What follows belongs to an exercise in optimizing a design on an open flow for small area and a short achievable clock period; a production flow would make more cautious choices. In this exercise RTL edits were held to simulation tests only and were not proved equivalent to the original.

===== flow/config.mk =====
export PLATFORM = sky130hd
export DESIGN_NAME = fir_16tap
export DESIGN_NICKNAME = fir_16tap
export VERILOG_FILES = /design/flow/design.v
export SDC_FILE = /design/flow/constraint.sdc
export NUM_CORES = 4
export LEC_CHECK = 0
export CAP_MARGIN = 20
export CORE_MARGIN = 2
export CORE_UTILIZATION = 60
export SLEW_MARGIN = 20
export SYNTH_HIERARCHICAL = 1

===== flow/constraint.sdc =====
create_clock -name core_clock -period 12.5 [get_ports {clk}]
set_input_delay 2.5000 -clock core_clock [delete_from_list [all_inputs] [get_ports {clk}]]
set_output_delay 2.5000 -clock core_clock [all_outputs]
set_load 0.01 [all_outputs]

===== flow/design.v =====
module fir_16tap (
	input  wire               clk,
	input  wire               rst,
	input  wire signed [15:0] xin,
	output wire signed [35:0] yout
);
reg  [15:0] d [1:14];            
reg  [15:0] m;                   
reg  [22:0] y;
reg  [22:0] v;
reg  [3:0]  cnt;                 
wire        mv = &cnt[3:1];      
wire [15:0] mn = mv ? {~d[14][15], d[14][14:0]} : 16'h8000;
wire [15:0] xf = {~xin[15], xin[14:0]};
wire [22:0] y_n, v_n;
wire [22:0] p = {y[21:0], 1'b0} ^ v;    
wire [22:0] g = {y[21:0], 1'b0} & v;
fir_v u_v (.y(y), .m(m), .mn(mn), .s(v_n));
fir_y u_y (.p(p), .g(g), .xf(xf), .s(y_n));
integer k;
always @(posedge clk) begin
	d[1] <= xin;
	for (k = 2; k <= 14; k = k + 1)
		d[k] <= d[k-1];
end
always @(posedge clk) begin
	if (rst) begin
		cnt <= 4'd0;
		m   <= 16'h8000;
		y   <= 23'd0;
		v   <= 23'h7f8000;
	end else begin
		if (!(&cnt))
			cnt <= cnt + 4'd1;
		m   <= mn;
		y   <= y_n;
		v   <= v_n;
	end
end
assign yout = {{13{y[22]}}, y};
endmodule
module fir_v (
	input  wire [22:0] y,
	input  wire [15:0] m,
	input  wire [15:0] mn,
	output wire [22:0] s
);
wire s1 = ~m[1] ^ ~y[1] ^ 1'b1;
wire c2 = (~m[1] & ~y[1]) | (~m[1] & 1'b1) | (~y[1] & 1'b1);
wire s3 = m[0] ^ ~m[4] ^ ~y[4];
wire c4 = (m[0] & ~m[4]) | (m[0] & ~y[4]) | (~m[4] & ~y[4]);
wire s5 = m[1] ^ ~m[5] ^ ~y[5];
wire c6 = (m[1] & ~m[5]) | (m[1] & ~y[5]) | (~m[5] & ~y[5]);
wire s7 = m[2] ^ ~m[6] ^ ~y[6];
wire c8 = (m[2] & ~m[6]) | (m[2] & ~y[6]) | (~m[6] & ~y[6]);
wire s9 = m[3] ^ ~m[7] ^ ~y[7];
wire c10 = (m[3] & ~m[7]) | (m[3] & ~y[7]) | (~m[7] & ~y[7]);
wire s11 = m[4] ^ ~m[8] ^ ~y[8];
wire c12 = (m[4] & ~m[8]) | (m[4] & ~y[8]) | (~m[8] & ~y[8]);
wire s13 = m[5] ^ ~m[9] ^ ~y[9];
wire c14 = (m[5] & ~m[9]) | (m[5] & ~y[9]) | (~m[9] & ~y[9]);
wire s15 = m[6] ^ ~m[10] ^ ~y[10];
wire c16 = (m[6] & ~m[10]) | (m[6] & ~y[10]) | (~m[10] & ~y[10]);
wire s17 = m[7] ^ ~m[11] ^ ~y[11];
wire c18 = (m[7] & ~m[11]) | (m[7] & ~y[11]) | (~m[11] & ~y[11]);
wire s19 = m[8] ^ ~m[12] ^ ~y[12];
wire c20 = (m[8] & ~m[12]) | (m[8] & ~y[12]) | (~m[12] & ~y[12]);
wire s21 = m[9] ^ ~m[13] ^ ~y[13];
wire c22 = (m[9] & ~m[13]) | (m[9] & ~y[13]) | (~m[13] & ~y[13]);
wire s23 = m[10] ^ ~m[14] ^ ~y[14];
wire c24 = (m[10] & ~m[14]) | (m[10] & ~y[14]) | (~m[14] & ~y[14]);
wire s25 = m[11] ^ ~m[15] ^ ~y[15];
wire c26 = (m[11] & ~m[15]) | (m[11] & ~y[15]) | (~m[15] & ~y[15]);
wire s27 = m[12] ^ ~y[16] ^ ~mn[12];
wire c28 = (m[12] & ~y[16]) | (m[12] & ~mn[12]) | (~y[16] & ~mn[12]);
wire s29 = m[13] ^ ~y[17] ^ ~mn[13];
wire c30 = (m[13] & ~y[17]) | (m[13] & ~mn[13]) | (~y[17] & ~mn[13]);
wire s31 = m[14] ^ ~y[18] ^ ~mn[14];
wire c32 = (m[14] & ~y[18]) | (m[14] & ~mn[14]) | (~y[18] & ~mn[14]);
wire s33 = m[15] ^ ~y[19] ^ ~mn[15];
wire c34 = (m[15] & ~y[19]) | (m[15] & ~mn[15]) | (~y[19] & ~mn[15]);
wire s35 = c2 ^ ~m[2] ^ ~y[2];
wire c36 = (c2 & ~m[2]) | (c2 & ~y[2]) | (~m[2] & ~y[2]);
wire s37 = s3 ^ ~mn[0] ^ 1'b1;
wire c38 = (s3 & ~mn[0]) | (s3 & 1'b1) | (~mn[0] & 1'b1);
wire s39 = c4 ^ s5 ^ ~mn[1];
wire c40 = (c4 & s5) | (c4 & ~mn[1]) | (s5 & ~mn[1]);
wire s41 = c6 ^ s7 ^ ~mn[2];
wire c42 = (c6 & s7) | (c6 & ~mn[2]) | (s7 & ~mn[2]);
wire s43 = c8 ^ s9 ^ ~mn[3];
wire c44 = (c8 & s9) | (c8 & ~mn[3]) | (s9 & ~mn[3]);
wire s45 = c10 ^ s11 ^ ~mn[4];
wire c46 = (c10 & s11) | (c10 & ~mn[4]) | (s11 & ~mn[4]);
wire s47 = c12 ^ s13 ^ ~mn[5];
wire c48 = (c12 & s13) | (c12 & ~mn[5]) | (s13 & ~mn[5]);
wire s49 = c14 ^ s15 ^ ~mn[6];
wire c50 = (c14 & s15) | (c14 & ~mn[6]) | (s15 & ~mn[6]);
wire s51 = c16 ^ s17 ^ ~mn[7];
wire c52 = (c16 & s17) | (c16 & ~mn[7]) | (s17 & ~mn[7]);
wire s53 = c18 ^ s19 ^ ~mn[8];
wire c54 = (c18 & s19) | (c18 & ~mn[8]) | (s19 & ~mn[8]);
wire s55 = c20 ^ s21 ^ ~mn[9];
wire c56 = (c20 & s21) | (c20 & ~mn[9]) | (s21 & ~mn[9]);
wire s57 = c22 ^ s23 ^ ~mn[10];
wire c58 = (c22 & s23) | (c22 & ~mn[10]) | (s23 & ~mn[10]);
wire s59 = c24 ^ s25 ^ ~mn[11];
wire c60 = (c24 & s25) | (c24 & ~mn[11]) | (s25 & ~mn[11]);
wire s61 = c26 ^ s27 ^ 1'b1;
wire c62 = (c26 & s27) | (c26 & 1'b1) | (s27 & 1'b1);
wire s63 = c28 ^ s29 ^ 1'b1;
wire c64 = (c28 & s29) | (c28 & 1'b1) | (s29 & 1'b1);
wire s65 = c30 ^ s31 ^ 1'b1;
wire c66 = (c30 & s31) | (c30 & 1'b1) | (s31 & 1'b1);
wire s67 = c32 ^ s33 ^ 1'b1;
wire c68 = (c32 & s33) | (c32 & 1'b1) | (s33 & 1'b1);
wire s69 = c36 ^ ~m[3] ^ ~y[3];
wire c70 = (c36 & ~m[3]) | (c36 & ~y[3]) | (~m[3] & ~y[3]);
wire s71 = c68 ^ c34 ^ ~y[20];
wire c72 = (c68 & c34) | (c68 & ~y[20]) | (c34 & ~y[20]);
wire s73 = c72 ^ ~y[21] ^ 1'b1;
wire c74 = (c72 & ~y[21]) | (c72 & 1'b1) | (~y[21] & 1'b1);
wire s75 = c74 ^ ~y[22] ^ 1'b1;
wire vp76 = ~m[0] ^ ~y[0];
wire vg77 = ~m[0] & ~y[0];
wire vp78 = c70 ^ s37;
wire vg79 = c70 & s37;
wire vp80 = c38 ^ s39;
wire vg81 = c38 & s39;
wire vp82 = c40 ^ s41;
wire vg83 = c40 & s41;
wire vp84 = c42 ^ s43;
wire vg85 = c42 & s43;
wire vp86 = c44 ^ s45;
wire vg87 = c44 & s45;
wire vp88 = c46 ^ s47;
wire vg89 = c46 & s47;
wire vp90 = c48 ^ s49;
wire vg91 = c48 & s49;
wire vp92 = c50 ^ s51;
wire vg93 = c50 & s51;
wire vp94 = c52 ^ s53;
wire vg95 = c52 & s53;
wire vp96 = c54 ^ s55;
wire vg97 = c54 & s55;
wire vp98 = c56 ^ s57;
wire vg99 = c56 & s57;
wire vp100 = c58 ^ s59;
wire vg101 = c58 & s59;
wire vp102 = c60 ^ s61;
wire vg103 = c60 & s61;
wire vp104 = c62 ^ s63;
wire vg105 = c62 & s63;
wire vp106 = c64 ^ s65;
wire vg107 = c64 & s65;
wire vp108 = c66 ^ s67;
wire vg109 = c66 & s67;
wire [22:0] vsum110 = {s75,s73,s71,c66,c64,c62,c60,c58,c56,c54,c52,c50,c48,c46,c44,c42,c40,c38,c70,s69,s35,s1,~m[0]} + {1'b0,1'b0,1'b0,s67,s65,s63,s61,s59,s57,s55,s53,s51,s49,s47,s45,s43,s41,s39,s37,1'b0,1'b0,1'b0,~y[0]};
assign s = {vsum110[22],vsum110[21],vsum110[20],vsum110[19],vsum110[18],vsum110[17],vsum110[16],vsum110[15],vsum110[14],vsum110[13],vsum110[12],vsum110[11],vsum110[10],vsum110[9],vsum110[8],vsum110[7],vsum110[6],vsum110[5],vsum110[4],vsum110[3],vsum110[2],vsum110[1],vsum110[0]};
endmodule
module fir_y (
	input  wire [22:0] p,
	input  wire [22:0] g,
	input  wire [15:0] xf,
	output wire [22:0] s
);
wire q1 = p[0] ^ xf[0];
wire k2 = g[0] | (p[0] & xf[0]);
wire q3 = p[1] ^ xf[1];
wire k4 = g[1] | (p[1] & xf[1]);
wire q5 = p[2] ^ xf[2];
wire k6 = g[2] | (p[2] & xf[2]);
wire q7 = p[3] ^ xf[3];
wire k8 = g[3] | (p[3] & xf[3]);
wire q9 = p[4] ^ xf[4];
wire k10 = g[4] | (p[4] & xf[4]);
wire q11 = p[5] ^ xf[5];
wire k12 = g[5] | (p[5] & xf[5]);
wire q13 = p[6] ^ xf[6];
wire k14 = g[6] | (p[6] & xf[6]);
wire q15 = p[7] ^ xf[7];
wire k16 = g[7] | (p[7] & xf[7]);
wire q17 = p[8] ^ xf[8];
wire k18 = g[8] | (p[8] & xf[8]);
wire q19 = p[9] ^ xf[9];
wire k20 = g[9] | (p[9] & xf[9]);
wire q21 = p[10] ^ xf[10];
wire k22 = g[10] | (p[10] & xf[10]);
wire q23 = p[11] ^ xf[11];
wire k24 = g[11] | (p[11] & xf[11]);
wire q25 = p[12] ^ xf[12];
wire k26 = g[12] | (p[12] & xf[12]);
wire q27 = p[13] ^ xf[13];
wire k28 = g[13] | (p[13] & xf[13]);
wire q29 = p[14] ^ xf[14];
wire k30 = g[14] | (p[14] & xf[14]);
wire q31 = p[15] ^ xf[15];
wire k32 = g[15] | (p[15] & xf[15]);
wire yp33 = k2 ^ q3;
wire yg34 = k2 & q3;
wire yp35 = k4 ^ q5;
wire yg36 = k4 & q5;
wire yp37 = k6 ^ q7;
wire yg38 = k6 & q7;
wire yp39 = k8 ^ q9;
wire yg40 = k8 & q9;
wire yp41 = k10 ^ q11;
wire yg42 = k10 & q11;
wire yp43 = k12 ^ q13;
wire yg44 = k12 & q13;
wire yp45 = k14 ^ q15;
wire yg46 = k14 & q15;
wire yp47 = k16 ^ q17;
wire yg48 = k16 & q17;
wire yp49 = k18 ^ q19;
wire yg50 = k18 & q19;
wire yp51 = k20 ^ q21;
wire yg52 = k20 & q21;
wire yp53 = k22 ^ q23;
wire yg54 = k22 & q23;
wire yp55 = k24 ^ q25;
wire yg56 = k24 & q25;
wire yp57 = k26 ^ q27;
wire yg58 = k26 & q27;
wire yp59 = k28 ^ q29;
wire yg60 = k28 & q29;
wire yp61 = k30 ^ q31;
wire yg62 = k30 & q31;
wire yp63 = k32 ^ p[16];
wire yg64 = k32 & p[16];
wire yp65 = g[16] ^ p[17];
wire yg66 = g[16] & p[17];
wire yp67 = g[17] ^ p[18];
wire yg68 = g[17] & p[18];
wire yp69 = g[18] ^ p[19];
wire yg70 = g[18] & p[19];
wire yp71 = g[19] ^ p[20];
wire yg72 = g[19] & p[20];
wire yp73 = g[20] ^ p[21];
wire yg74 = g[20] & p[21];
wire yp75 = g[21] ^ p[22];
wire yg76 = g[21] & p[22];
wire [22:0] ysum77 = {g[21],g[20],g[19],g[18],g[17],g[16],k32,k30,k28,k26,k24,k22,k20,k18,k16,k14,k12,k10,k8,k6,k4,k2,q1} + {p[22],p[21],p[20],p[19],p[18],p[17],p[16],q31,q29,q27,q25,q23,q21,q19,q17,q15,q13,q11,q9,q7,q5,q3,1'b0};
assign s = {ysum77[22],ysum77[21],ysum77[20],ysum77[19],ysum77[18],ysum77[17],ysum77[16],ysum77[15],ysum77[14],ysum77[13],ysum77[12],ysum77[11],ysum77[10],ysum77[9],ysum77[8],ysum77[7],ysum77[6],ysum77[5],ysum77[4],ysum77[3],ysum77[2],ysum77[1],ysum77[0]};
endmodule

===== flow/flow/run.sh =====
#!/bin/bash
# The standard layout, with:
# - ORFS synthesis run through flow/my_synth.tcl, which is synth_recipe.tcl
#   with Yosys's abc pass given flow/abc.script and the full-adder
#   extraction limited to full adders in module fir_v;
# - a tighter setup target for timing repair;
# - small port buffers;
# - a clock tree of small buffers without dummy loads.
# make's output goes to make.log.
set -euo pipefail
export MY_ABC_SCRIPT="$PWD/flow/abc.script"
export MY_EXTRACT_FA="-fa fir_v"
bash standard.sh \
  "SYNTH_SCRIPT=$PWD/flow/my_synth.tcl" \
  SETUP_SLACK_MARGIN=8.4 \
  "BUFFER_PORTS_ARGS=-buffer_cell sky130_fd_sc_hd__buf_2" \
  "CTS_ARGS=-sink_clustering_enable -repair_clock_nets -dont_use_dummy_load -buf_list {sky130_fd_sc_hd__clkbuf_16} -sink_clustering_size 32 -sink_clustering_max_diameter 60" \
  finish > make.log 2>&1

===== flow/flow/abc.script =====
&get -n
&st
&dch
&nf -R 1000
&put
topo
stime -c

===== flow/flow/my_synth.tcl =====
proc synth {args} { yosys synth -nofsm -noshare {*}$args }
proc abc {args} {
  set i [lsearch -exact $args -script]
  if {$i >= 0 && [info exists ::env(MY_ABC_SCRIPT)]} { lset args [expr {$i + 1}] $::env(MY_ABC_SCRIPT) }
  yosys abc {*}$args
}
proc extract_fa {args} {
  if {[info exists ::env(MY_EXTRACT_FA)]} { set args $::env(MY_EXTRACT_FA) }
  yosys extract_fa {*}$args
}
source $::env(SCRIPTS_DIR)/synth.tcl
# left out here: clear keep_hierarchy, flatten, clean up, hide names made inside functions, write 1_2_yosys.v

===== flow/standard.sh =====
#!/bin/bash
# synth_recipe.tcl (not shown) runs the flow's synth.tcl, then flattens the netlist and writes it again
# the make line also repeats each setting of config.mk as NAME=value (left out here)
make -C /OpenROAD-flow-scripts/flow DESIGN_CONFIG=/design/flow/config.mk WORK_HOME=/design/flow/orfs CLKGATE_MAP_FILE= SYNTH_SCRIPT=/design/flow/synth_recipe.tcl "${@:-finish}"

==> results.toml, run 1 <==
[yosys]
netlist.area_leader.share = 0.602
synth_edf_count = 0
yosys_warnings = 8
synth_ff_type = "dfxtp_1"
netlist_area_mm2 = 0.00965
yosysTopAreaCell = "dfxtp_1"
synthCells = 890
syn_avg_cell_area_um2 = 10.8
synthTopCellsByArea = "dfxtp_1 60%, fa_1 6.2%, xnor2_1 5.9%"
synth.distinct_cells = 34
ys_ff_latch = 290
async_flop_share = 0
syn_nets = 938
yosysSeqAreaShare = 0.602

[finish]
seqCellArea_mm2 = 0.00581
multi_input_area_mm2 = 0.00387
area_delta_synth_final_pct = 12.3
nets = 1000
n_fill_cell = 1188
final_layout_size_suffix_gt1_frac = 0.131
diodes = 0
fin_util = 0.685
fin_area_mm2 = 0.0108

[die]
initial_core_util = 0.610
die_area_mm2 = 0.0171
fp.dieW_um = 131
pin_count = 54
fp.coreArea_mm2 = 0.0158
std_cell_rows = 46
fp.dieH_um = 131

[placement]
placed_area_mm2 = 0.0102
place_congestion = 0.887
port_buffers = 53
dp_hpwl_um = 13500

[timing]
period_minus_slack_ps = 3980
period_share = 0.318
finClkSkew_ps = 51.6
setup_viol = 0
final_max_slew_viol_count = 0
finalHoldViolations = 0
rsz0062_at_grt = "true"
hold_slack_ps = 283
max_slew_margin = 0.514
fin_tns_setup_ps = 0
worstMarginPinSlew_ps = 729
max_freq_mhz = 251

[cts]
clkSinkCount = 290
cts_buffers = 17
htree_levels = 1
cts_tree = "done"
clockBufferDepth = 3
holdBufCountCts = 0
cts_root_buf = "clkbuf_16"
clk_latency_ps = 500
path_clk_slew_ps = 100

[routing]
drt_pre_antenna_iters = 4
ant_nets = 0
avgViaCountPerCell = 4.96
drc = 0
wl_per_cell_um = 15.6
wirelength_um = 18200
drt_iter0_drc = 297
vias = 5788

[setup_path]
crit_type = "input port to flop"
critPathLaunchType = "input port"
cp_data_required_time_ps = 12820
cp_max_fo = 3
worstPathArrival_ps = 4300
endpoint_kind = "flop"

[min_path]
hold_path_class = "flop to flop"

[global_routing]
grt_pass1_wl_um = 29200
grt_max_degree = 67
gr-usage-all-layers = 0.219
grt_pass1_vias = 5950
antenna_found_initial = 0
grt_overflow = 0

[status]
status = "finished clean"

[flow_run]
drv_cap = 0
registers in the layout, indices dropped and copies added, names as in the netlist:
| signal | count |
|---|---|
| d | 224 |
| v | 23 |
| y | 23 |
| m | 16 |
| cnt | 4 |
placed cells by master (no fill, tap or decap), types with 3 or more instances in the layout:
| master | synthesis | routed |
|---|---|---|
| o21ai_0 | 34 | 26 |
| fa_1 | 30 | 30 |
| a21o_1 | 5 | 5 |
| xor2_2 | 0 | 9 |
| nand2_1 | 52 | 49 |
| o21a_1 | 4 | 4 |
| nand3_1 | 14 | 14 |
| xnor2_1 | 65 | 55 |
| a31oi_1 | 5 | 5 |
| nand2b_1 | 3 | 3 |
| a21oi_1 | 54 | 44 |
| o21ai_1 | 0 | 6 |
| a21oi_2 | 0 | 8 |
| buf_4 | 14 | 4 |
| nor2_1 | 99 | 94 |
| nor2_2 | 0 | 4 |
| clkbuf_16 | 0 | 17 |
| nor2b_1 | 59 | 57 |
| and2_0 | 40 | 38 |
| xnor2_2 | 0 | 9 |
| nand2_2 | 0 | 3 |
| clkinv_1 | 46 | 46 |
| buf_2 | 0 | 53 |
| xor2_1 | 37 | 28 |
| nor3_1 | 7 | 5 |
| or2_0 | 9 | 9 |
| dfxtp_1 | 290 | 290 |
Yosys stat by module, one instance, submodules excluded:
module     flops+latches  cells inside  area [um2]  times used
fir_16tap            290           460        6760           1
fir_v                  0           230        1700           1
fir_y                  0           200        1200           1
worst max-delay path, stage by stage:
cell,delay [ps]
buf_2,150
xnor2_4,180
xor2_2,210
a21oi_2,100
nand3b_1,180
and3_1,170
a21oi_2,160
a21oi_2,120
o31ai_2,290
xor2_1,100
nor2b_1,130
layer usage:
metal	wire [um]	up-vias	track usage
li1	-	2915	-
met1	8560	2735	0.295
met2	8430	96	0.367
met3	629	42	0.0354
met4	552	0	0.0676
met5	0	-	0
stage by stage:
stage	instances	setup slack (ps)
finish	1166	8520
global route	1166	8370
CTS	1163	8440
detailed placement	1146	7950
global placement	1146	7960
floorplan	890	8400
synthesized netlist by cell type (all sizes together) (2+ instances only):
master  number
clkinv      46
fa          30
xnor2       65
o21a         4
a31oi        5
nand4        2
nand2b       3
buf         14
o41ai        2
a21o         5
nor2b       59
nor3         7
or2          9
and3         3
dfxtp      290
nand3       14
o21ai       34
a21oi       54
o31ai        3
xor2        37
a21boi       3
nor2        99
nand2       52
and2        40
final cells by class:
cell class | instances | share of cell area
tap | 216 | 0.0249
clock buffer | 17 | 0.0392
multi-input combinational | 540 | 0.357
timing repair buffer | 57 | 0.0272
inverter | 46 | 0.0159
sequential | 290 | 0.536
final timing paths:
kind / start / to / slack (ps) / cells after the start
worst max-delay path: xin[2] / y[15] / 8520 / 11
worst min-delay path: d[9][8] / d[10][8] / 280 / 0
worst max register to register: cnt[1] / v[22] / 8720 / 17
worst min register to register: d[9][8] / d[10][8] / 280 / 0
timing repair:
item                                    CTS  global route
buffers inserted                          0             3
endpoints found under the setup margin    0            13
resized for setup                         0            33
cells by family after synthesis:
logic type	share of synthesized area
AOI/OAI and AO/OA	0.0665
adders and majority gates	0.0633
DFF	0.602
buffers and inverters	0.0288
other	0.000389
and+or+nand+nor	0.147
xor gates and xnor gates	0.0926
==> run 2, diff against run 1 <==
--- a/flow/flow/run.sh
+++ b/flow/flow/run.sh
@@ -16,3 +16,3 @@
   "BUFFER_PORTS_ARGS=-buffer_cell sky130_fd_sc_hd__buf_2" \
-  "CTS_ARGS=-sink_clustering_enable -repair_clock_nets -dont_use_dummy_load -buf_list {sky130_fd_sc_hd__clkbuf_16} -sink_clustering_size 32 -sink_clustering_max_diameter 60" \
+  "CTS_ARGS=-sink_clustering_enable -repair_clock_nets -dont_use_dummy_load -buf_list {sky130_fd_sc_hd__clkbuf_8} -sink_clustering_size 22 -sink_clustering_max_diameter 40" \
   finish > make.log 2>&1
==> results.toml, run 2 <==
[setup_path]
endpoint_kind = "flop"
cp_max_fo = 4
cp_data_required_time_ps = 12890
critPathLaunchType = "input port"
crit_type = "input port to flop"
worstPathArrival_ps = 4320

[finish]
final_layout_size_suffix_gt1_frac = 0.127
area_delta_synth_final_pct = 11.3
layout_common_cells = "290 x dfxtp_1, 96 x nor2_1, 58 x xnor2_1"
top_regs = "d x224, v x23, y x23"
n_fill_cell = 1200
diodes = 0
nets = 1011
fin_cells = 1177
final_common_cell = "dfxtp_1"
largest_reg_flops = 224
regMostFlops = "d"

[yosys]
synth_fa_ha_area_frac = 0.0633
yosys.area_share.simple = 0.147
yosys_warnings = 8
yosysTopAreaCell = "dfxtp_1"
synth_ff_type = "dfxtp_1"
syn_avg_cell_area_um2 = 10.8
syn_nets = 938
synthCells = 890
synth_edf_count = 0
synthTopCellsByArea = "dfxtp_1 60%, fa_1 6.2%, xnor2_1 5.9%"
synth_compound_area_frac = 0.0665
synth.distinct_cells = 34
ys_ff_latch = 290
synth_xor_area_frac = 0.0926
synth_top_family_by_area = "simple AND/OR/NAND/NOR gates"
async_flop_share = 0
netlist_area_mm2 = 0.00965
synthTopCellsByCount = "290 x dfxtp_1, 99 x nor2_1, 65 x xnor2_1, 59 x nor2b_1, 54 x a21oi_1"
yosysMostFrequentCell = "dfxtp_1"
yosysSeqAreaShare = 0.602
synth_mux_area_frac = 0
netlist.area_leader.share = 0.602

[routing]
drt_iter0_drc = 230
met1Wirelength_um = 8480
dr_wl_met3_um = 724
wl_per_cell_um = 15.3
dr_wl_met2_um = 8210
ant_nets = 0
drt_pre_antenna_iters = 4
avgViaCountPerCell = 4.94
vias = 5817
drc = 0
highest_layer = "met4"
wirelength_um = 18000

[cts]
cts_tree = "done"
cts_buffers = 31
cts_root_buf = "clkbuf_8"
htree_levels = 1
path_clk_slew_ps = 110
postCtsSetupBuffers = 0
clk_latency_ps = 590
clockBufferDepth = 3
clkSinkCount = 290

[timing]
hold_slack_ps = 272
worstMarginPinSlew_ps = 730
max_freq_mhz = 255
finClkSkew_ps = 79.9
final_max_slew_viol_count = 0
period_share = 0.314
max_slew_margin = 0.513
rsz0062_at_grt = "true"
finalHoldViolations = 0
setup_viol = 0
fin_tns_setup_ps = 0
period_minus_slack_ps = 3930

[placement]
port_buffers = 53
place_congestion = 0.887
dp_hpwl_um = 13500
dp_cells = 1146

[global_routing]
grt_pass1_wl_um = 29300
grt_overflow = 0
grt_pass1_vias = 6039
gr-usage-all-layers = 0.220
grt_max_degree = 67
antenna_found_initial = 0

[flow_run]
drv_cap = 0

[min_path]
hold_path_class = "flop to flop"

[die]
fp.dieH_um = 131
die_area_mm2 = 0.0171
std_cell_rows = 46
fp.dieW_um = 131
pin_count = 54
fp.coreArea_mm2 = 0.0158
initial_core_util = 0.610

[status]
status = "finished clean"
run 2: changes by cell type in the layout (fill, tap and decap cells not counted), sizes merged:
cell | previous run | this run
clkbuf | 17 | 31
buf | 57 | 54
run 2: path summary, 6_finish.rpt:
kind,startpoint,to,slack (ps),depth (start not counted)
setup / recovery,xin[13],y[22],8570,10
hold / removal,d[9][0],d[10][0],270,0
setup reg to reg,m[1],v[19],8710,12
hold reg to reg,d[9][0],d[10][0],270,0
run 2: cell families (layout without fill, tap and decap cells):
logic type,count (synthesis),after routing
and+or+nand+nor,291,291
xor gates and xnor gates,102,102
buffers and inverters,60,131
other,1,1
AOI/OAI and AO/OA,115,115
adders and majority gates,31,31
DFF,290,290
run 2: repair_timing:
item,in CTS,in global routing
hold buffers,0,0
resized for setup,0,16
endpoints found under the setup margin,0,12
hold endpoints to repair,0,0
run 2: worst max-delay path, cell delays in order:
cell     delay [ps]
buf_2           120
xnor2_1         300
xor2_2          300
nand2_1         190
nor2_1          210
nand3_1          90
nand2_1         140
a41oi_1         170
xnor2_1         170
nor2b_1         130
run 2: area by class of cell:
| type | count | area [um2] | area share |
|---|---|---|---|
| sequential | 290 | 5810 | 0.540 |
| multi-input combinational | 540 | 3800 | 0.353 |
| timing repair buffer | 54 | 273 | 0.0254 |
| tap | 216 | 270 | 0.0251 |
| clock buffer | 31 | 427 | 0.0397 |
| inverter | 46 | 173 | 0.0161 |
run 2: metal layers:
metal	vias up	track usage
li1	2939	-
met1	2718	0.291
met2	113	0.367
met3	47	0.0419
met4	0	0.0751
met5	-	0
run 2: Yosys stat by module, one instance, submodules excluded:
module,times used,flip-flops and latches
fir_v,1,0
fir_16tap,1,290
fir_y,1,0
run 2: metrics by stage:
stage | util | cell area, um2 | setup slack [ps]
2_1_floorplan | - | 9800 | 8400
3_3_place_gp | 0.647 | 10200 | 7960
3_5_place_dp | 0.647 | 10200 | 7950
4_1_cts | 0.674 | 10700 | 8450
5_1_grt | 0.679 | 10700 | 8380
6_report | 0.679 | 10700 | 8570
==> run 3, diff against run 2 <==
==> flow/flow/run.sh (replaced) <==
#!/bin/bash
# The standard layout, with:
# - ORFS synthesis run through flow/my_synth.tcl, which is synth_recipe.tcl
#   with Yosys's abc pass given flow/abc.script (flow/abc_y.script for
#   module fir_y) and the full-adder extraction limited to full adders in
#   module fir_v;
# - a tighter setup target for timing repair;
# - small port buffers;
# - a clock tree of small buffers without dummy loads.
# make's output goes to make.log.
set -euo pipefail
export MY_ABC_SCRIPT="$PWD/flow/abc.script"
export MY_ABC_SCRIPT_Y="$PWD/flow/abc_y.script"
export MY_EXTRACT_FA="-fa fir_v"
bash standard.sh \
  "SYNTH_SCRIPT=$PWD/flow/my_synth.tcl" \
  SETUP_SLACK_MARGIN=8.4 \
  "BUFFER_PORTS_ARGS=-buffer_cell sky130_fd_sc_hd__buf_2" \
  "CTS_ARGS=-sink_clustering_enable -repair_clock_nets -dont_use_dummy_load -buf_list {sky130_fd_sc_hd__clkbuf_8} -sink_clustering_size 20 -sink_clustering_max_diameter 50" \
  finish > make.log 2>&1
==> flow/flow/abc_y.script (new file) <==
&get -n
&st
&syn2
&dch
&nf
&put
buffer -c
topo
stime -c
upsize -c
dnsize -c
--- a/flow/flow/my_synth.tcl
+++ b/flow/flow/my_synth.tcl
@@ -3,4 +3,8 @@
   set i [lsearch -exact $args -script]
-  if {$i >= 0 && [info exists ::env(MY_ABC_SCRIPT)]} { lset args [expr {$i + 1}] $::env(MY_ABC_SCRIPT) }
-  yosys abc {*}$args
+  if {$i < 0 || ![info exists ::env(MY_ABC_SCRIPT_Y)]} { yosys abc {*}$args; return }
+  set rest $args
+  lset rest [expr {$i + 1}] $::env(MY_ABC_SCRIPT)
+  yosys abc {*}$rest fir_16tap fir_v
+  lset args [expr {$i + 1}] $::env(MY_ABC_SCRIPT_Y)
+  yosys abc {*}$args fir_y
 }
==> results.toml, run 3 <==
[cts]
clkSinkCount = 290
cts_buffers = 24
postCtsSetupBuffers = 0
cts_root_buf = "clkbuf_8"
path_clk_slew_ps = 110
holdBufCountCts = 0
clk_latency_ps = 560
clockBufferDepth = 3
htree_levels = 1
cts_tree = "done"

[timing]
final_max_slew_viol_count = 0
period_minus_slack_ps = 4020
worstMarginPinSlew_ps = 749
finalHoldViolations = 0
max_slew_margin = 0.501
max_freq_mhz = 249
fin_tns_setup_ps = 0
finClkSkew_ps = 63.0
rsz0062_at_grt = "true"
period_share = 0.321
setup_viol = 0
timing.final.ws_setup_ps = 8480

[routing]
drc = 0
avgViaCountPerCell = 4.89
wl_per_cell_um = 14.7
drt_iter0_drc = 259
ant_nets = 0
drt_pre_antenna_iters = 4
wirelength_um = 17100
vias = 5707

[die]
pin_count = 54
initial_core_util = 0.617
fp.dieH_um = 132
die_area_mm2 = 0.0174
std_cell_rows = 46
fp.coreArea_mm2 = 0.0159
fp.dieW_um = 132

[finish]
nets = 1000
final_layout_size_suffix_gt1_frac = 0.108
largest_reg_flops = 224
area_delta_synth_final_pct = 8.06
diodes = 0
final_common_cell = "dfxtp_1"
fin_cells = 1166
layout_common_cells = "290 x dfxtp_1, 85 x nor2_1, 60 x nor2b_1"
top_regs = "d x224, v x23, y x23"
regMostFlops = "d"
fin_util = 0.667

[setup_path]
endpoint_kind = "flop"
crit_family = "compound AO/OA/AOI/OAI gates"
cp_max_fo = 6
crit_type = "input port to flop"
critPathLaunchType = "input port"
worstPathArrival_ps = 4380
r2r_setup_slack_ps = 8700
cpMaxStageDelayCell = "o31a_1"
worst-path-buf-inv = 1
max_stage_delay_ps = 360
path_cells = "buf_2 > a21oi_1 > xnor2_2 > and2_1 > nand2_1 > o31a_1 > o41ai_2 > xnor2_1 > nor2b_1"
cp_data_required_time_ps = 12860

[yosys]
yosysMostFrequentCell = "dfxtp_1"
syn_nets = 934
synth_ff_type = "dfxtp_1"
yosysSeqAreaShare = 0.590
ys_ff_latch = 290
yosysTopAreaCell = "dfxtp_1"
synth_edf_count = 0
synth.distinct_cells = 48
yosys_warnings = 8
netlist_area_mm2 = 0.00984
syn_avg_cell_area_um2 = 11.1
netlist.area_leader.share = 0.590
async_flop_share = 0
synthTopCellsByArea = "dfxtp_1 59%, fa_1 6.1%, xnor2_1 5.2%"
synthCells = 886
synthTopCellsByCount = "290 x dfxtp_1, 85 x nor2_1, 60 x nor2b_1, 58 x xnor2_1, 49 x nand2_1"

[placement]
port_buffers = 53
dp_cells = 1142
dp_hpwl_um = 12600
dp_slack_ps = 7970
place_congestion = 0.854

[global_routing]
gr-usage-all-layers = 0.203
antenna_found_initial = 0
grt_max_degree = 67
grt_pass1_vias = 5792
grt_overflow = 0
grt_pass1_wl_um = 28700

[status]
status = "finished clean"

[min_path]
hold_path_class = "flop to flop"

[flow_run]
drv_cap = 0
==> run 3: cell type report <==
cell class | count | area [um2]
clock buffer | 24 | 330
fill | 1270 | 5310
inverter | 45 | 169
multi-input combinational | 537 | 3790
sequential | 290 | 5810
tap | 216 | 270
timing repair buffer | 54 | 273
==> run 3: logic make-up after synthesis <==
family / after synthesis / share of synthesized area
flip-flops: 290 / 0.590
AO/OA/AOI/OAI: 120 / 0.0781
other: 1 / 0.000381
buffers and inverters: 59 / 0.0278
XOR/XNOR: 103 / 0.0978
adder cells (fa/ha/maj): 31 / 0.0620
AND/OR/NAND/NOR: 282 / 0.144
==> run 3: per-module statistics from Yosys (local to each module, per instance) <==
module     area [um2]  cells  copies in the design
fir_16tap        6760    460                     1
fir_v            1700    230                     1
fir_y            1390    196                     1
==> run 3: repair_timing <==
| item | 4_1_cts | 5_1_grt |
|---|---|---|
| endpoints found under the hold margin | 0 | 0 |
| endpoints found under the setup margin | 3 | 5 |
| gates resized for setup | 1 | 4 |
==> run 3: routing by layer <==
metal / vias up / global-route usage / share of wire
met2: 102 / 0.321 / 0.43
li1: 2911 / - / -
met1: 2663 / 0.293 / 0.50
met3: 31 / 0.0346 / 0.041
met5: - / 0 / 0
met4: 0 / 0.0525 / 0.025
==> run 3: final timing paths <==
| check | startpoint | end | depth (start not counted) |
|---|---|---|---|
| worst max register to register | m[1] | v[15] | 12 |
| worst min register to register | d[13][4] | d[14][4] | 0 |
| worst max-delay path | xin[10] | y[22] | 9 |
| worst min-delay path | d[13][4] | d[14][4] | 0 |
==> run 3: through the flow <==
step / cell area [um2] / hold WS, ps
6_report: 10600 / 259
5_1_grt: 10600 / 260
4_1_cts: 10600 / 266
3_5_place_dp: 10300 / 312
3_3_place_gp: 10300 / 310
2_1_floorplan: 9840 / 310
==> run 4, diff against run 3 <==
==> flow/flow/abc_y.script (replaced) <==
&get -n
&st
&dch
&nf -R 1000
&put
buffer -c
topo
stime -c
upsize -c
dnsize -c
==> results.toml, run 4 <==
[status]
status = "finished clean"

[placement]
port_buffers = 53
dp_hpwl_um = 12600
place_congestion = 0.920
dp_cells = 1146
dp_slack_ps = 7820
placed_area_mm2 = 0.0103

[timing]
timing.final.ws_setup_ps = 8510
worstMarginPinSlew_ps = 729
period_share = 0.319
max_freq_mhz = 251
final_max_slew_viol_count = 0
finalHoldViolations = 0
setup_viol = 0
finClkSkew_ps = 104
rsz0062_at_grt = "false"
fin_tns_setup_ps = 0
period_minus_slack_ps = 3990
max_slew_margin = 0.514

[yosys]
synth.distinct_cells = 49
synthTopCellsByArea = "dfxtp_1 59%, fa_1 6.1%, xnor2_1 5.5%"
ys_ff_latch = 290
yosysMostFrequentCell = "dfxtp_1"
netlist_area_mm2 = 0.00980
async_flop_share = 0
yosysSeqAreaShare = 0.592
synth_ff_type = "dfxtp_1"
yosysTopAreaCell = "dfxtp_1"
syn_nets = 938
netlist.area_leader.share = 0.592
synthCells = 890
synth_edf_count = 0
synthTopCellsByCount = "290 x dfxtp_1, 95 x nor2_1, 62 x xnor2_1, 56 x nor2b_1, 50 x nand2_1"
yosys_warnings = 8
syn_avg_cell_area_um2 = 11.0

[setup_path]
crit_type = "input port to flop"
timing.rr.start = "cnt[1]"
r2r_end = "v[22]"
critPathLaunchType = "input port"
cp_data_required_time_ps = 12860
r2r_setup_slack_ps = 8710
worstPathArrival_ps = 4350
endpoint_kind = "flop"
worstRegToRegCells = 17
cp_max_fo = 3

[min_path]
hold_start = "d[7][8]"
whs_path_depth = 0
hold_end = "d[8][8]"
hold_path_class = "flop to flop"

[routing]
wl_per_cell_um = 14.5
drc = 0
avgViaCountPerCell = 4.92
drt_pre_antenna_iters = 4
drt_iter0_drc = 279
wirelength_um = 17000
vias = 5772
ant_nets = 0

[cts]
cts_tree = "done"
clk_latency_ps = 560
cts_root_buf = "clkbuf_8"
clkSinkCount = 290
path_clk_slew_ps = 100
clockBufferDepth = 3
cts_buffers = 25
holdBufCountCts = 0
htree_levels = 1

[finish]
nets = 1007
fin_cells = 1173
regMostFlops = "d"
largest_reg_flops = 224
final_common_cell = "dfxtp_1"
diodes = 0
fin_util = 0.671
area_delta_synth_final_pct = 9.12
final_layout_size_suffix_gt1_frac = 0.133
top_regs = "d x224, v x23, y x23"
fin_area_mm2 = 0.0107
layout_common_cells = "290 x dfxtp_1, 94 x nor2_1, 58 x xnor2_1"

[die]
initial_core_util = 0.615
std_cell_rows = 46
fp.coreArea_mm2 = 0.0159
pin_count = 54
die_area_mm2 = 0.0174
fp.dieH_um = 132
fp.dieW_um = 132

[global_routing]
antenna_found_initial = 0
grt_max_degree = 67
gr-usage-all-layers = 0.204
grt_pass1_wl_um = 29000
grt_overflow = 0
grt_pass1_vias = 5990

[flow_run]
drv_cap = 0
-- run 4: layer usage --
layer  GRT usage  vias up  part of all wire
met2       0.344      107              0.47
met1       0.278     2708              0.47
li1            -     2932                 -
met4      0.0441        0             0.017
met3      0.0384       25             0.042
met5           0        -                 0
-- run 4: kinds of logic after synthesis --
kind of cell | count (synthesis) | share of synthesized area
and+or+nand+nor | 291 | 0.149
DFF | 290 | 0.592
AOI/OAI and AO/OA | 115 | 0.0714
xor gates and xnor gates | 102 | 0.0957
buffers and inverters | 60 | 0.0283
adders and majority gates | 31 | 0.0623
other | 1 | 0.000383
-- run 4: per-stage QoR --
stage	hold WS (ps)
3_5_place_dp	312
4_1_cts	254
3_3_place_gp	310
2_1_floorplan	310
6_report	263
5_1_grt	269
-- run 4: modules after synthesis, one instance, submodules excluded --
module | area (um2) | copies in the design | flip-flops and latches | cells
fir_v | 1700 | 1 | 0 | 230
fir_16tap | 6760 | 1 | 290 | 460
fir_y | 1350 | 1 | 0 | 200
-- run 4: critical path: stages --
cell	delay [ps]
buf_2	130
a21oi_1	340
xnor2_2	220
nand2_2	120
nor2_2	130
a21oi_2	90
nor3_2	130
nor2_2	100
o41ai_2	340
xnor2_1	110
nor2b_1	140
-- run 4: area by class of cell --
cell class	instances	area, um2
Multi-Input combinational cell	540	3810
Clock buffer	25	344
Fill cell	1297	5250
Timing Repair Buffer	56	288
Inverter	46	173
Tap cell	216	270
Sequential cell	290	5810
-- run 4: worst max path at each step --
stage               cells after the start    start    end  slack, ps
floorplan                              10   xin[7]  y[20]       8390
global placement                       11  xin[15]  y[22]       7870
detailed placement                     11  xin[15]  y[22]       7820
CTS                                    11  xin[15]  y[22]       8450
global route                           10   xin[9]  y[22]       8400
finish                                 11   xin[3]  y[20]       8510
-- run 4: repair_timing --
item | in CTS | in global routing
gates cloned | 0 | 0
gates resized for setup | 2 | 13
pin swaps | 0 | 2
setup buffers | 0 | 2
endpoints found under the setup margin | 3 | 8
==> run 5, diff against run 4 <==
==> flow/flow/run.sh (replaced) <==
#!/bin/bash
# The standard layout, with a tighter setup target for timing repair, small
# port buffers and no dummy clock loads.  make's output goes to make.log.
set -euo pipefail
bash standard.sh \
  SETUP_SLACK_MARGIN=8.8 \
  "BUFFER_PORTS_ARGS=-buffer_cell sky130_fd_sc_hd__buf_2" \
  "CTS_ARGS=-sink_clustering_enable -repair_clock_nets -dont_use_dummy_load" \
  finish > make.log 2>&1
--- a/flow/config.mk
+++ b/flow/config.mk
@@ -9,3 +9,3 @@
 export CORE_MARGIN = 2
-export CORE_UTILIZATION = 60
+export CORE_UTILIZATION = 40
 export SLEW_MARGIN = 20
removed: flow/flow/abc.script
removed: flow/flow/abc_y.script
removed: flow/flow/my_synth.tcl
==> results.toml, run 5 <==
[yosys]
yosysMostFrequentCell = "dfxtp_1"
synthTopCellsByArea = "dfxtp_1 56%, ha_1 10%, fa_1 6.0%"
synthCells = 877
yosysTopAreaCell = "dfxtp_1"
syn_nets = 1011
synthTopCellsByCount = "290 x dfxtp_1, 85 x ha_1, 80 x inv_1, 50 x nor2_1, 35 x a21oi_1"
synth.distinct_cells = 73
ys_ff_latch = 290
yosys_warnings = 8
syn_avg_cell_area_um2 = 11.7
netlist_area_mm2 = 0.0103
synth_ff_type = "dfxtp_1"
synth_edf_count = 0
async_flop_share = 0
netlist.area_leader.share = 0.565
yosysSeqAreaShare = 0.565

[die]
initial_core_util = 0.408
die_area_mm2 = 0.0270
fp.dieW_um = 164
fp.dieH_um = 164
pin_count = 54
std_cell_rows = 58
fp.coreArea_mm2 = 0.0252

[cts]
cts_buffers = 28
cts_root_buf = "clkbuf_16"
holdBufCountCts = 0
clk_latency_ps = 540
clkSinkCount = 290
cts_tree = "done"
path_clk_slew_ps = 60
clockBufferDepth = 3
htree_levels = 1

[setup_path]
cp_data_required_time_ps = 12850
cpMaxStageDelayCell = "o31a_1"
critPathLaunchType = "input port"
path_cells = "buf_8 > ha_4 > or2_4 > ha_4 > inv_2 > fa_2 > nor2b_4 > o31a_1 > o31ai_4 > buf_6 > o21bai_4 > a221oi_2 > xnor2_1 > nor2b_1"
crit_top_cell = "ha_4"
cp_max_fo = 4
crit_family = "compound AO/OA/AOI/OAI gates"
max_stage_delay_ps = 320
crit_type = "input port to flop"
endpoint_kind = "flop"
worst-path-buf-inv = 3
worstPathArrival_ps = 4660

[routing]
drt_pre_antenna_iters = 4
drc = 0
ant_nets = 0
wirelength_um = 18300
drt_iter0_drc = 201
avgViaCountPerCell = 4.57
vias = 5881
wl_per_cell_um = 14.2

[global_routing]
grt_pass1_vias = 5969
top_usage_layer = "met2"
grtUsageMet1 = 0.200
grt_overflow = 0
grtUsageMet3 = 0.0207
antenna_found_initial = 0
met2_usage = 0.223
gr-usage-all-layers = 0.141
grt_pass1_wl_um = 30100
grt_max_degree = 53

[timing]
worstMarginPinSlew_ps = 992
finalHoldViolations = 0
max_freq_mhz = 232
period_minus_slack_ps = 4300
fin_tns_setup_ps = 0
setup_viol = 0
final_max_slew_viol_count = 0
max_slew_margin = 0.339
rsz0062_at_grt = "true"
finClkSkew_ps = 50.2
period_share = 0.344

[finish]
area_delta_synth_final_pct = 20.6
diodes = 0
nets = 1093
final_layout_size_suffix_gt1_frac = 0.240
largest_reg_flops = 224
layout_common_cells = "282 x dfxtp_1, 78 x inv_1, 55 x ha_1"
regMostFlops = "d"
fin_util = 0.492
final_common_cell = "dfxtp_1"
top_regs = "d x224, v x23, y x23"

[min_path]
hold_path_class = "flop to flop"

[placement]
place_congestion = 0.799
dp_hpwl_um = 13100
port_buffers = 53

[status]
status = "finished clean"

[flow_run]
drv_cap = 0
==> run 5: worst register-to-register path: cells and delay by family (launching register included) <==
family	cells	cell delay [ps]
flip-flops	1	440
AO/OA/AOI/OAI	4	820
adder cells (fa/ha/maj)	3	1400
AND/OR/NAND/NOR	2	650
buffers and inverters	1	100
==> run 5: timing repair <==
action / in CTS / in global routing
endpoints found under the setup margin: 37 / 39
hold endpoints to repair: 0 / 0
buffers inserted: 23 / 6
resized for setup: 63 / 25
pin swaps: 50 / 25
==> run 5: routing by layer <==
layer  wire length [um]  vias to the layer above
met2               8370                       71
met4                250                        0
met1               9000                     2770
li1                   -                     3016
met5                  0                        -
met3                683                       24
==> run 5: final timing paths <==
kind | slack [ps] | startpoint | cells after the start | endpoint
worst max-delay path | 8200 | xin[0] | 14 | y[17]
worst min-delay path | 290 | d[4][8] | 0 | d[5][8]
worst max register to register | 8990 | y[11] | 10 | v[18]
worst min register to register | 290 | d[4][8] | 0 | d[5][8]
==> run 5: logic make-up (layout without fill, tap and decap cells) <==
kind of cell,count (synthesis),count (layout),synth area share
xor+xnor,35,35,0.0298
other cells,1,1,0.000365
buf+inv,111,191,0.0493
compound gates,121,121,0.0821
mux,3,3,0.00292
fa+ha+maj,116,116,0.164
simple gates,200,200,0.107
flops,290,290,0.565
==> run 5: area by class of cell <==
| class | instances | area, um2 |
|---|---|---|
| Clock buffer | 28 | 701 |
| Inverter | 81 | 312 |
| Sequential cell | 290 | 5820 |
| Timing Repair Buffer | 82 | 574 |
| Tap cell | 330 | 413 |
| Fill cell | 2197 | 12800 |
| Multi-Input combinational cell | 476 | 4570 |
==> run 5: per-module statistics from Yosys, one instance, submodules excluded <==
module / cells inside / flip-flops and latches / area, um2
fir_y: 185 / 0 / 1440
fir_v: 245 / 0 / 1980
fir_16tap: 447 / 290 / 6860
==> run 5: per-stage QoR <==
step / std cells / hold slack (ps) / instance area, um2 / setup WS (ps)
final: 1287 / 289 / 12400 / 8200
after global routing: 1287 / 296 / 12400 / 8090
after CTS: 1281 / 288 / 12200 / 8210
after detailed placement: 1230 / 312 / 11100 / 7480
after global placement: 1230 / 310 / 11100 / 7510
after floorplan: 877 / 310 / 10600 / 7960
==> run 6, diff against run 5 <==
==> flow/run.sh (new file) <==
#!/bin/bash
# synth_recipe.tcl (not shown) runs the flow's synth.tcl, then flattens the netlist and writes it again
# the make line also repeats each setting of config.mk as NAME=value (left out here)
make -C /OpenROAD-flow-scripts/flow DESIGN_CONFIG=/design/flow/config.mk WORK_HOME=/design/flow/orfs CLKGATE_MAP_FILE= SYNTH_SCRIPT=/design/flow/synth_recipe.tcl finish
--- a/flow/config.mk
+++ b/flow/config.mk
@@ -9,3 +9,7 @@
 export CORE_MARGIN = 2
-export CORE_UTILIZATION = 40
+export CORE_UTILIZATION = 60
+export CTS_BUF_LIST = sky130_fd_sc_hd__clkbuf_8
+export CTS_CLUSTER_DIAMETER = 50
+export CTS_CLUSTER_SIZE = 20
+export SETUP_SLACK_MARGIN = 5
 export SLEW_MARGIN = 20
removed: flow/flow/run.sh
removed: flow/standard.sh
==> results.toml, run 6 <==
[status]
status = "finished clean"

[yosys]
netlist_area_mm2 = 0.0103
synth_compound_area_frac = 0.0821
synthTopCellsByCount = "290 x dfxtp_1, 85 x ha_1, 80 x inv_1, 50 x nor2_1, 35 x a21oi_1"
syn_nets = 1011
yosysSeqAreaShare = 0.565
yosysTopAreaCell = "dfxtp_1"
synthCells = 877
syn_avg_cell_area_um2 = 11.7
synth_mux_area_frac = 0.00292
netlist.area_leader.share = 0.565
async_flop_share = 0
yosys.area_share.simple = 0.107
synth_top_family_by_area = "adder cells"
synth_fa_ha_area_frac = 0.164
yosys_warnings = 8
synth.distinct_cells = 73
synth_xor_area_frac = 0.0298
yosysMostFrequentCell = "dfxtp_1"
ys_ff_latch = 290
synth_edf_count = 0
synth_ff_type = "dfxtp_1"
synthTopCellsByArea = "dfxtp_1 56%, ha_1 10%, fa_1 6.0%"

[cts]
htree_levels = 1
post_cts_resized = 0
clkSinkCount = 290
clk_latency_ps = 570
holdBufCountCts = 0
cts_buffers = 22
cts_root_buf = "clkbuf_8"
cts_tree = "done"
path_clk_slew_ps = 100
postCtsSetupBuffers = 0
clockBufferDepth = 3

[finish]
layout_common_cells = "290 x dfxtp_1, 85 x ha_1, 81 x inv_1"
area_delta_synth_final_pct = 10.7
seqCellArea_mm2 = 0.00581
final_common_cell = "dfxtp_1"
fin_cells = 1158
top_regs = "d x224, v x23, y x23"
largest_reg_flops = 224
multi_input_area_mm2 = 0.00397
final_layout_size_suffix_gt1_frac = 0.0864
diodes = 0
n_fill_cell = 1227
nets = 1059
fin_util = 0.684
regMostFlops = "d"

[routing]
drt_pre_antenna_iters = 5
wirelength_um = 18500
drt_iter0_drc = 365
dr_wl_met3_um = 729
highest_layer = "met4"
vias = 5959
met1Wirelength_um = 8620
ant_nets = 0
wl_per_cell_um = 16.0
dr_wl_met2_um = 8700
avgViaCountPerCell = 5.15
drc = 0

[min_path]
whs_path_depth = 0
hold_path_class = "flop to flop"

[timing]
timing.final.ws_setup_ps = 7520
max_slew_margin = 0.410
rsz0062_at_grt = "false"
finalHoldViolations = 0
period_share = 0.399
finClkSkew_ps = 30.1
setup_viol = 0
final_max_slew_viol_count = 0
worstMarginPinSlew_ps = 884
hold_slack_ps = 314
fin_tns_setup_ps = 0
period_minus_slack_ps = 4980
max_freq_mhz = 201

[global_routing]
antenna_found_initial = 0
grt_overflow = 0
grt_pass1_wl_um = 30200
gr-usage-all-layers = 0.211
grt_max_degree = 53
grt_pass1_vias = 6018

[setup_path]
cp_max_fo = 11
worstPathArrival_ps = 5410
cp_data_required_time_ps = 12920
worstRegToRegCells = 15
endpoint_kind = "flop"
crit_type = "input port to flop"
critPathLaunchType = "input port"

[die]
die_area_mm2 = 0.0182
fp.dieH_um = 135
pin_count = 54
fp.dieW_um = 135
std_cell_rows = 47
fp.coreArea_mm2 = 0.0166
initial_core_util = 0.618

[placement]
dp_cells = 1121
place_congestion = 0.911
dp_hpwl_um = 13700
port_buffers = 53
dp_slack_ps = 6970

[flow_run]
drv_cap = 0
[run 6: per-layer routing]
layer | vias up | track usage
met5 | - | 0
met4 | 0 | 0.0596
met3 | 43 | 0.0315
met2 | 122 | 0.348
met1 | 2835 | 0.292
li1 | 2959 | -
[run 6: path summary, 6_finish.rpt]
check | start | end | slack (ps)
max | xin[15] | y[22] | 7520
min | d[1][7] | d[2][7] | 310
max reg2reg | cnt[2] | v[22] | 8400
min reg2reg | d[1][7] | d[2][7] | 310
[run 6: cell type report]
| type | count | share of cell area |
|---|---|---|
| multi-input combinational | 476 | 0.348 |
| clock inverter | 14 | 0.0153 |
| inverter | 81 | 0.0267 |
| timing repair buffer | 54 | 0.0473 |
| sequential | 290 | 0.510 |
| clock buffer | 23 | 0.0278 |
| tap | 220 | 0.0242 |
[run 6: through the flow]
stage | area, um2
after floorplan | 10300
after global placement | 10900
after detailed placement | 10900
after CTS | 11400
after global routing | 11400
final | 11400
[run 6: kinds of logic (layout without fill, tap and decap cells)]
family / count (synthesis) / count (layout)
compound gates: 121 / 121
xor+xnor: 35 / 35
fa+ha+maj: 116 / 116
buf+inv: 111 / 172
flops: 290 / 290
mux: 3 / 3
other cells: 1 / 1
simple gates: 200 / 200
[run 6: per-module statistics from Yosys (local to each module, per instance)]
module,flops+latches,times used
fir_16tap,290,1
fir_y,0,1
fir_v,0,1
[run 6: critical path, stage by stage]
cell and delay, ps:
clkdlybuf4s50_1 470, inv_1 40, ha_1 170, or2_2 290, ha_1 510, a21oi_1 130
o21ai_2 250, a41oi_1 120, or3b_1 430, o31ai_2 270, xnor2_1 90, nor2b_1 130

## static timing again, ports no longer ideal
Ports are ideal in the flow. The routed layouts listed here were re-timed in OpenROAD.
Step 1 (the two cells are an assumption about what drives the block):
set clk [get_ports {clk}]
set_driving_cell -lib_cell sky130_fd_sc_hd__clkbuf_16 $clk
set_driving_cell -lib_cell sky130_fd_sc_hd__buf_2 [delete_from_list [all_inputs] $clk]
Step 2 adds t to the input delays and takes it off the output delays; t is the mean of the earliest and latest rising clock arrival at the registers after step 1. Input paths then give back, and output paths get back, about the clock's delay inside the block.
Slacks: ideal / step 1 / step 2; pairs: ideal / step 1.
run | t, ns | setup slack, ns | worst hold slack (ns) | clock arrival spread, ns | slew at the worst register clock pin (ns)
run 1 | 0.516 | 8.521 / 8.544 / 8.028 | 0.283 / 0.283 / 0.283 | 0.052 / 0.051 | 0.10 / 0.10
run 2 | 0.592 | 8.574 / 8.587 / 7.995 | 0.272 / 0.272 / 0.272 | 0.081 / 0.080 | 0.11 / 0.11
run 3 | 0.567 | 8.481 / 8.499 / 7.932 | 0.259 / 0.259 / 0.259 | 0.064 / 0.063 | 0.11 / 0.11
run 4 | 0.552 | 8.512 / 8.532 / 7.980 | 0.263 / 0.263 / 0.263 | 0.104 / 0.104 | 0.10 / 0.10
run 5 | 0.559 | 8.195 / 8.201 / 7.642 | 0.289 / 0.289 / 0.289 | 0.050 / 0.050 | 0.06 / 0.06
run 6 | 0.597 | 7.516 / 7.528 / 6.931 | 0.314 / 0.314 / 0.314 | 0.031 / 0.030 | 0.11 / 0.11
After both steps every run listed still meets setup and hold. For run 6, which loses most, drivers alone change the setup slack by +0.012 ns; drivers and shift together by -0.585 ns.
